Context: an optimization exercise on an open-source flow, tuned for small area. The choices shown serve that exercise and are no tape-out recipe.
At most, simulation tests tie the RTL to the original design; equivalence was not proved.

## red
Design three_phase_shape, start of the top module:
module three_phase_shape(
    clk, rst, omega, phaseA, phaseB, phaseC, phaseAx, phaseBx, phaseCx, pwmA, pwmB, pwmC, countA, countB, countC);
input clk;
input rst;                            
input signed [15:0] omega;            
output phaseA, phaseB, phaseC;        
output signed [15:0] phaseAx, phaseBx, phaseCx;  
output pwmA, pwmB, pwmC;
output countA, countB, countC;
wire [17:0] g0, g1, g2;
assign phaseAx = {g0[17], g0[17:3]};
assign phaseBx = {g1[17], g1[17:3]};
assign phaseCx = {g2[17], g2[17:3]};
sd2 sd_A (.clk(clk), .rst(rst), .sd_in(phaseAx), .bs_out(phaseA));
sd2 sd_B (.clk(clk), .rst(rst), .sd_in(phaseBx), .bs_out(phaseB));
sd2 sd_C (.clk(clk), .rst(rst), .sd_in(phaseCx), .bs_out(phaseC));
modulator modulator_A (.clk(clk), .rst(rst), .sd_bs(phaseA), .pwm(pwmA));
modulator modulator_B (.clk(clk), .rst(rst), .sd_bs(phaseB), .pwm(pwmB));
modulator modulator_C (.clk(clk), .rst(rst), .sd_bs(phaseC), .pwm(pwmC));
counter_modulator modulator_c (.clk(clk), .rst(rst), .sd_a(phaseA), .sd_b(phaseB), .sd_c(phaseC),
                               .count_a(countA), .count_b(countB), .count_c(countC));
wire [15:0] om_n = ~omega;
integ #(.RST(18'h1ffff)) i0 (.clk(clk), .rst(rst), .omega(omega), .omega_n(om_n),
                             .up(phaseB & ~phaseC), .dn(~phaseB & phaseC), .g(g0));
integ #(.RST(18'h30000)) i1 (.clk(clk), .rst(rst), .omega(omega), .omega_n(om_n),
                             .up(phaseC & ~phaseA), .dn(~phaseC & phaseA), .g(g1));
integ #(.RST(18'h30000)) i2 (.clk(clk), .rst(rst), .omega(omega), .omega_n(om_n),
                             .up(phaseA & ~phaseB), .dn(~phaseA & phaseB), .g(g2));
endmodule
==> module sd2, before the edit <==
module sd2(clk, rst, sd_in, bs_out);
input clk;
input rst;                       
input signed [15:0] sd_in;       
output bs_out;                   
reg [17:0] n_reg1;    
wire [17:0] sd_reg1 = ~n_reg1;
reg [17:0] n_reg2;    
wire [17:0] sd_reg2 = ~n_reg2;
wire s = sd_reg1[17];
assign bs_out = ~s;
wire [17:0] y = {~s, ~s, ~sd_in[15], sd_in[14:0]};
wire [2:0] a_top = sd_reg1[17:15] + {~s, ~s, 1'b1};
wire [17:0] a = {a_top, sd_reg1[14:0]};
wire [17:0] r2, r1;
rca #(18) add2 (.a(sd_reg2), .b(y), .ci(~s), .s(r2));
rca #(18) add1 (.a(a), .b(r2), .ci(~s), .s(r1));
always @(posedge clk) begin
	if (rst) begin
		n_reg1 <= 18'h3ffff;
		n_reg2 <= 18'h3ffff;
	end else begin
		n_reg1 <= ~r1;
		n_reg2 <= ~r2;
	end
end
endmodule
==> module modulator, before the edit <==
module modulator(input wire clk, input wire rst, input wire sd_bs, output reg pwm);
    reg [4:0] nk;  
    wire [4:0] k = ~nk;
    reg q;
    wire en = sd_bs ^ pwm;
    wire up = sd_bs;
    wire t1 = en & (k[0] ~^ up);
    wire t2 = t1 & (k[1] ~^ up);
    wire t3 = t2 & (k[2] ~^ up);
    wire t4 = t3 & (k[3] ~^ up);
    always @(posedge clk) begin
        if (rst) begin nk <= 5'b01111; q <= 0; pwm <= 0; end
        else begin
            nk <= ~(k ^ {t4, t3, t2, t1, en});
            pwm <= q;
            if (!k[4] && k != 0) q <= 1'b1;
            else if (k[4]) q <= 1'b0;
        end
    end
endmodule
==> module window_count, before the edit <==
module window_count(
    input  wire       clk,
    input  wire       rst,
    input  wire       sd_bs,
    input  wire       last,
    input  wire [5:0] period_cnt,
    output reg        count
);
    reg [5:0] n_sum;     
    wire [5:0] sum = ~n_sum;
    reg [5:0] n_latched;     
    wire [5:0] latched_sum = ~n_latched;
    always @(posedge clk) begin
        if (rst) begin
            n_sum       <= 6'h3f;
            n_latched   <= 6'h3f;
            count       <= 1'b0;
        end else begin
            if (last) begin
                n_latched   <= ~(sum + sd_bs);
                n_sum       <= 6'h3f;
            end else begin
                n_sum <= ~(sum + sd_bs);
            end
            count <= (period_cnt < latched_sum);
        end
    end
endmodule
==> module integ, before the edit <==
module integ #(parameter [17:0] RST = 18'h0) (
    input  wire        clk,
    input  wire        rst,
    input  wire [15:0] omega,
    input  wire [15:0] omega_n,
    input  wire        up,
    input  wire        dn,
    output wire [17:0] g
);
reg [17:0] ng;    
assign g = ~ng;
wire [15:0] b = ({16{up}} & omega) | ({16{dn}} & omega_n);
wire [17:0] s;
rca #(18) add (.a(g), .b({{2{b[15]}}, b}), .ci(dn), .s(s));
wire pos_ovf = ~g[17] & ~b[15] & s[17];
wire neg_ovf = g[17] & b[15] & ~s[17];
always @(posedge clk) begin
  if (rst)
    ng <= ~RST;
  else
    ng <= ~{(s[17] & ~pos_ovf) | neg_ovf, (s[16:0] & {17{~neg_ovf}}) | {17{pos_ovf}}};
end
endmodule
export LEC_CHECK = 0
export CAP_MARGIN = 20
export CORE_MARGIN = 2
export CORE_UTILIZATION = 40
export CTS_BUF_LIST = sky130_fd_sc_hd__clkbuf_4
export CTS_CLUSTER_DIAMETER = 60
export CTS_CLUSTER_SIZE = 10
export SLEW_MARGIN = 20
create_clock -name core_clock -period 10.0 [get_ports {clk}]
standard.sh (not shown) runs the stock make flow with config.mk's settings and CLKGATE_MAP_FILE= SYNTH_SCRIPT=/design/flow/synth_recipe.tcl, a recipe that flattens the netlist after the stock synthesis.
==> flow/flow/run.sh <==
#!/bin/bash
# Standard synthesis, then the combinational logic between the registers
# (and the half adders) re-mapped by ABC for area, then the standard layout
# with the smallest buffer on the ports and no clock-tree dummy loads.  Registers, full-adder cells and
# their names are kept as the standard synthesis made them.
set -euo pipefail
export BUFFER_PORTS_ARGS="-buffer_cell sky130_fd_sc_hd__buf_1"
# The clock tree as config.mk asks for, without dummy loads.
export CTS_ARGS="-sink_clustering_enable -repair_clock_nets -sink_clustering_size 10 -sink_clustering_max_diameter 60 -buf_list sky130_fd_sc_hd__clkbuf_4 -dont_use_dummy_load"
bash standard.sh synth > synth.log 2>&1

R=orfs/results/${FLOW_PLATFORM}/three_phase_shape/base
LIB=$FLOW_HOME/platforms/sky130hd/lib/sky130_fd_sc_hd__tt_025C_1v80.lib
YOSYS=$FLOW_HOME/../tools/install/yosys/bin/yosys
[[ -x $YOSYS ]] || YOSYS=yosys
DU=$(sed -n '/DONT_USE_CELLS/,/^$/p' $FLOW_HOME/platforms/sky130hd/config.mk | grep -o "sky130_fd_sc_hd__[a-z0-9_]*" | sed 's/^/-dont_use /' | tr '\n' ' ')
cp $R/1_2_yosys.v std_synth.v
cat > reopt.ys <<EOS
read_liberty -ignore_miss_func $LIB
blackbox sky130_fd_sc_hd__dfxtp_1 sky130_fd_sc_hd__fa_1 sky130_fd_sc_hd__conb_1
read_verilog std_synth.v
hierarchy -top $FLOW_TOP
flatten
opt_clean -purge
abc -liberty $LIB $DU -script +strash;&get,-n;&dch,-f;&nf,-R,1000;&put;
opt_clean -purge
insbuf -buf sky130_fd_sc_hd__buf_1 A X
hilomap -singleton -hicell sky130_fd_sc_hd__conb_1 HI -locell sky130_fd_sc_hd__conb_1 LO
opt_clean -purge
tee -o reopt_stat.txt stat -liberty $LIB $FLOW_TOP
write_verilog -noattr -noexpr -nohex -nodec -selected reopt.v
EOS
$YOSYS -s reopt.ys > reopt.log 2>&1
cp reopt.v $R/1_2_yosys.v
rm -f $R/1_synth.odb $R/1_synth.sdc
bash standard.sh > layout.log 2>&1
Looking at the reports, red completed the entire flow and the layout it produced met the timing, DRC and antenna checks.
For green, these inputs were changed with respect to red:
diff --git a/flow/design.v b/flow/design.v
--- a/flow/design.v
+++ b/flow/design.v
@@ -1,31 +1,29 @@
 `timescale 1us/1ns
 module sd2(clk, rst, sd_in, bs_out);
 input clk;
 input rst;                       
 input signed [15:0] sd_in;       
 output bs_out;                   
-reg [17:0] n_reg1;    
-wire [17:0] sd_reg1 = ~n_reg1;
-reg [17:0] n_reg2;    
-wire [17:0] sd_reg2 = ~n_reg2;
+reg [17:0] sd_reg1;
+reg [17:0] sd_reg2;
 wire s = sd_reg1[17];
 assign bs_out = ~s;
 wire [17:0] y = {~s, ~s, ~sd_in[15], sd_in[14:0]};
 wire [2:0] a_top = sd_reg1[17:15] + {~s, ~s, 1'b1};
 wire [17:0] a = {a_top, sd_reg1[14:0]};
 wire [17:0] r2, r1;
 rca #(18) add2 (.a(sd_reg2), .b(y), .ci(~s), .s(r2));
 rca #(18) add1 (.a(a), .b(r2), .ci(~s), .s(r1));
 always @(posedge clk) begin
 	if (rst) begin
-		n_reg1 <= 18'h3ffff;
-		n_reg2 <= 18'h3ffff;
+		sd_reg1 <= 0;
+		sd_reg2 <= 0;
 	end else begin
-		n_reg1 <= ~r1;
-		n_reg2 <= ~r2;
+		sd_reg1 <= r1;
+		sd_reg2 <= r2;
 	end
 end
 endmodule
 module rca #(parameter W = 8) (
     input  wire [W-1:0] a,
     input  wire [W-1:0] b,
@@ -44,25 +42,24 @@
         end
     endfunction
     assign s = add(a, b, ci);
 endmodule
 `timescale 1ns/1ps
 module modulator(input wire clk, input wire rst, input wire sd_bs, output reg pwm);
-    reg [4:0] nk;  
-    wire [4:0] k = ~nk;
+    reg [4:0] k;  
     reg q;
     wire en = sd_bs ^ pwm;
     wire up = sd_bs;
     wire t1 = en & (k[0] ~^ up);
     wire t2 = t1 & (k[1] ~^ up);
     wire t3 = t2 & (k[2] ~^ up);
     wire t4 = t3 & (k[3] ~^ up);
     always @(posedge clk) begin
-        if (rst) begin nk <= 5'b01111; q <= 0; pwm <= 0; end
+        if (rst) begin k <= 5'b10000; q <= 0; pwm <= 0; end
         else begin
-            nk <= ~(k ^ {t4, t3, t2, t1, en});
+            k <= k ^ {t4, t3, t2, t1, en};
             pwm <= q;
             if (!k[4] && k != 0) q <= 1'b1;
             else if (k[4]) q <= 1'b0;
         end
     end
 endmodule
@@ -92,27 +89,25 @@
     input  wire       rst,
     input  wire       sd_bs,
     input  wire       last,
     input  wire [5:0] period_cnt,
     output reg        count
 );
-    reg [5:0] n_sum;     
-    wire [5:0] sum = ~n_sum;
-    reg [5:0] n_latched;     
-    wire [5:0] latched_sum = ~n_latched;
+    reg [5:0] sum;
+    reg [5:0] latched_sum;
     always @(posedge clk) begin
         if (rst) begin
-            n_sum       <= 6'h3f;
-            n_latched   <= 6'h3f;
+            sum         <= 0;
+            latched_sum <= 0;
             count       <= 1'b0;
         end else begin
             if (last) begin
-                n_latched   <= ~(sum + sd_bs);
-                n_sum       <= 6'h3f;
+                latched_sum <= sum + sd_bs;
+                sum         <= 0;
             end else begin
-                n_sum <= ~(sum + sd_bs);
+                sum <= sum + sd_bs;
             end
             count <= (period_cnt < latched_sum);
         end
     end
 endmodule
 `timescale 1us/1ns
@@ -149,22 +144,20 @@
     input  wire        clk,
     input  wire        rst,
     input  wire [15:0] omega,
     input  wire [15:0] omega_n,
     input  wire        up,
     input  wire        dn,
-    output wire [17:0] g
+    output reg  [17:0] g
 );
-reg [17:0] ng;    
-assign g = ~ng;
 wire [15:0] b = ({16{up}} & omega) | ({16{dn}} & omega_n);
 wire [17:0] s;
 rca #(18) add (.a(g), .b({{2{b[15]}}, b}), .ci(dn), .s(s));
 wire pos_ovf = ~g[17] & ~b[15] & s[17];
 wire neg_ovf = g[17] & b[15] & ~s[17];
 always @(posedge clk) begin
   if (rst)
-    ng <= ~RST;
+    g <= RST;
   else
-    ng <= ~{(s[17] & ~pos_ovf) | neg_ovf, (s[16:0] & {17{~neg_ovf}}) | {17{pos_ovf}}};
+    g <= {(s[17] & ~pos_ovf) | neg_ovf, (s[16:0] & {17{~neg_ovf}}) | {17{pos_ovf}}};
 end
 endmodule
[summary]
In summary, green completed successfully, with a layout that passed the timing, DRC and antenna checks.
red: full flow OK, the timing, DRC and antenna checks passed
Compared with red, final area in green increased slightly.
Looking at register-to-register setup slack, green sits 0.80 ns above red.
green against red: wire length of the first global-routing pass has increased, transition at the pin with the smallest max-transition slack increased 0.32 ns, via count saw an increase, wire length grew by 2.0%.
Compared green vs red, and routed length per instance is down in green.
green gives more worst setup slack than red did.
The global-route usage of green and that of red are within noise of each other.
green falls short of red in worst hold slack.
Only the layout flow was run in red; the RTL was not checked for function there.

* * *

three_phase_shape, a different RTL version from the one above (not shown whole).
For scale: roughly 75 I/O pins, ~0.017 mm2 of cells after synthesis.
==> module sd2, before the edit <==
module sd2(clk, rst, sd_in, bs_out);
input clk;
input rst;                       
input signed [15:0] sd_in;       
output bs_out;                   
reg signed [17:0] sd_reg1;
reg signed [17:0] sd_reg2;
wire s = sd_reg1[17];
assign bs_out = ~s;
wire signed [17:0] nfb = s ? 18'sd32768 : -18'sd32767;
wire signed [17:0] r2 = sd_reg2 + sd_in + nfb;
always @(posedge clk) begin
	if (rst) begin
		sd_reg1 <= 0;
		sd_reg2 <= 0;
	end else begin
		sd_reg1 <= sd_reg1 + r2 + nfb;
		sd_reg2 <= r2;
	end
end
endmodule
==> module integ, before the edit <==
module integ(g, omega, up, dn, g_next);
input signed [17:0] g;
input signed [15:0] omega;
input up, dn;
output [17:0] g_next;
wire signed [18:0] step = up ? omega : dn ? -omega : 19'sd0;
wire signed [18:0] s = g + step;
assign g_next = (s[18] == s[17]) ? s[17:0] : {s[18], {17{~s[18]}}};
endmodule
clock: 10.0 ns
lec_check: 0
cap_margin: 20
core_margin: 2
core_utilization: 40
slew_margin: 20
run.sh (not shown) runs the stock make flow with config.mk's settings and CLKGATE_MAP_FILE= SYNTH_SCRIPT=/design/flow/synth_recipe.tcl, a recipe that flattens the netlist after the stock synthesis.
Stock flow here: none of the scripts above is used.
Next try:
--- a/flow/design.v
+++ b/flow/design.v
@@ -3,23 +3,46 @@
 input clk;
 input rst;                       
 input signed [15:0] sd_in;       
 output bs_out;                   
-reg signed [17:0] sd_reg1;
-reg signed [17:0] sd_reg2;
+reg [17:0] sd_reg1;
+reg [17:0] sd_reg2;
 wire s = sd_reg1[17];
 assign bs_out = ~s;
-wire signed [17:0] nfb = s ? 18'sd32768 : -18'sd32767;
-wire signed [17:0] r2 = sd_reg2 + sd_in + nfb;
+wire [17:0] y = {~s, ~s, ~sd_in[15], sd_in[14:0]};
+wire [2:0] a_top = sd_reg1[17:15] + {~s, ~s, 1'b1};
+wire [17:0] a = {a_top, sd_reg1[14:0]};
+wire [17:0] r2, r1;
+rca #(18) add2 (.a(sd_reg2), .b(y), .ci(~s), .s(r2));
+rca #(18) add1 (.a(a), .b(r2), .ci(~s), .s(r1));
 always @(posedge clk) begin
 	if (rst) begin
 		sd_reg1 <= 0;
 		sd_reg2 <= 0;
 	end else begin
-		sd_reg1 <= sd_reg1 + r2 + nfb;
+		sd_reg1 <= r1;
 		sd_reg2 <= r2;
 	end
 end
+endmodule
+module rca #(parameter W = 8) (
+    input  wire [W-1:0] a,
+    input  wire [W-1:0] b,
+    input  wire         ci,
+    output wire [W-1:0] s
+);
+    function [W-1:0] add;
+        input [W-1:0] x, y;
+        input         c;
+        integer i;
+        begin
+            for (i = 0; i < W; i = i + 1) begin
+                add[i] = x[i] ^ y[i] ^ c;
+                c      = (x[i] & y[i]) | (c & (x[i] ^ y[i]));
+            end
+        end
+    endfunction
+    assign s = add(a, b, ci);
 endmodule
 `timescale 1ns/1ps
 module modulator(
     input  wire              clk,
@@ -135,8 +158,9 @@
 input signed [17:0] g;
 input signed [15:0] omega;
 input up, dn;
 output [17:0] g_next;
-wire signed [18:0] step = up ? omega : dn ? -omega : 19'sd0;
-wire signed [18:0] s = g + step;
+wire [18:0] b = {19{up | dn}} & ({{3{omega[15]}}, omega} ^ {19{dn}});
+wire [18:0] s;
+rca #(19) add (.a({g[17], g}), .b(b), .ci(dn), .s(s));
 assign g_next = (s[18] == s[17]) ? s[17:0] : {s[18], {17{~s[18]}}};
 endmodule
After rerunning: The new run completed with no timing, DRC or antenna violations; worst hold slack gains 0.016 ns; global-route usage went down by 2.8 points; worst setup slack loses 3.2 ns; via count went down by 44%; register-to-register slack loses 3.6 ns; routed wire length went down by 40%; die area went down by about 26%; utilization went up by 1.7 points; clock-buffer cell count went down by 3; synthesized cell count went down by 37%; fmax went down by 33%.

[afterwards: timing with drivers on the ports]
The results above use ideal ports. As a check the final layouts listed here were re-extracted and re-timed, cells and wires unchanged. Step 1, drivers: a clkbuf_16 drives clk and a buf_2 each remaining input, both assumed. Step 2 also shifts input and output timing later by t, the mid clock arrival at the registers, as if the neighbouring blocks saw the same clock. Three values: ideal, step 1, step 2; two values: the first two.
run	t, ns	setup WS [ns]	slew at the worst register clock pin (ns)
red	0.683	0.426 / 0.397 / -0.286	0.11 / 0.11
green	0.682	0.942 / 0.954 / 0.271	0.12 / 0.12
the first run of note 2	0.621	3.454 / 3.486 / 2.864	0.06 / 0.06
the second run of note 2	0.573	0.254 / 0.273 / -0.300	0.06 / 0.06
Met with ideal ports but missed after step 2: setup timing in red and the second run of note 2. For red, which loses most, drivers alone change the setup slack by -0.029 ns; drivers and shift together by -0.712 ns.
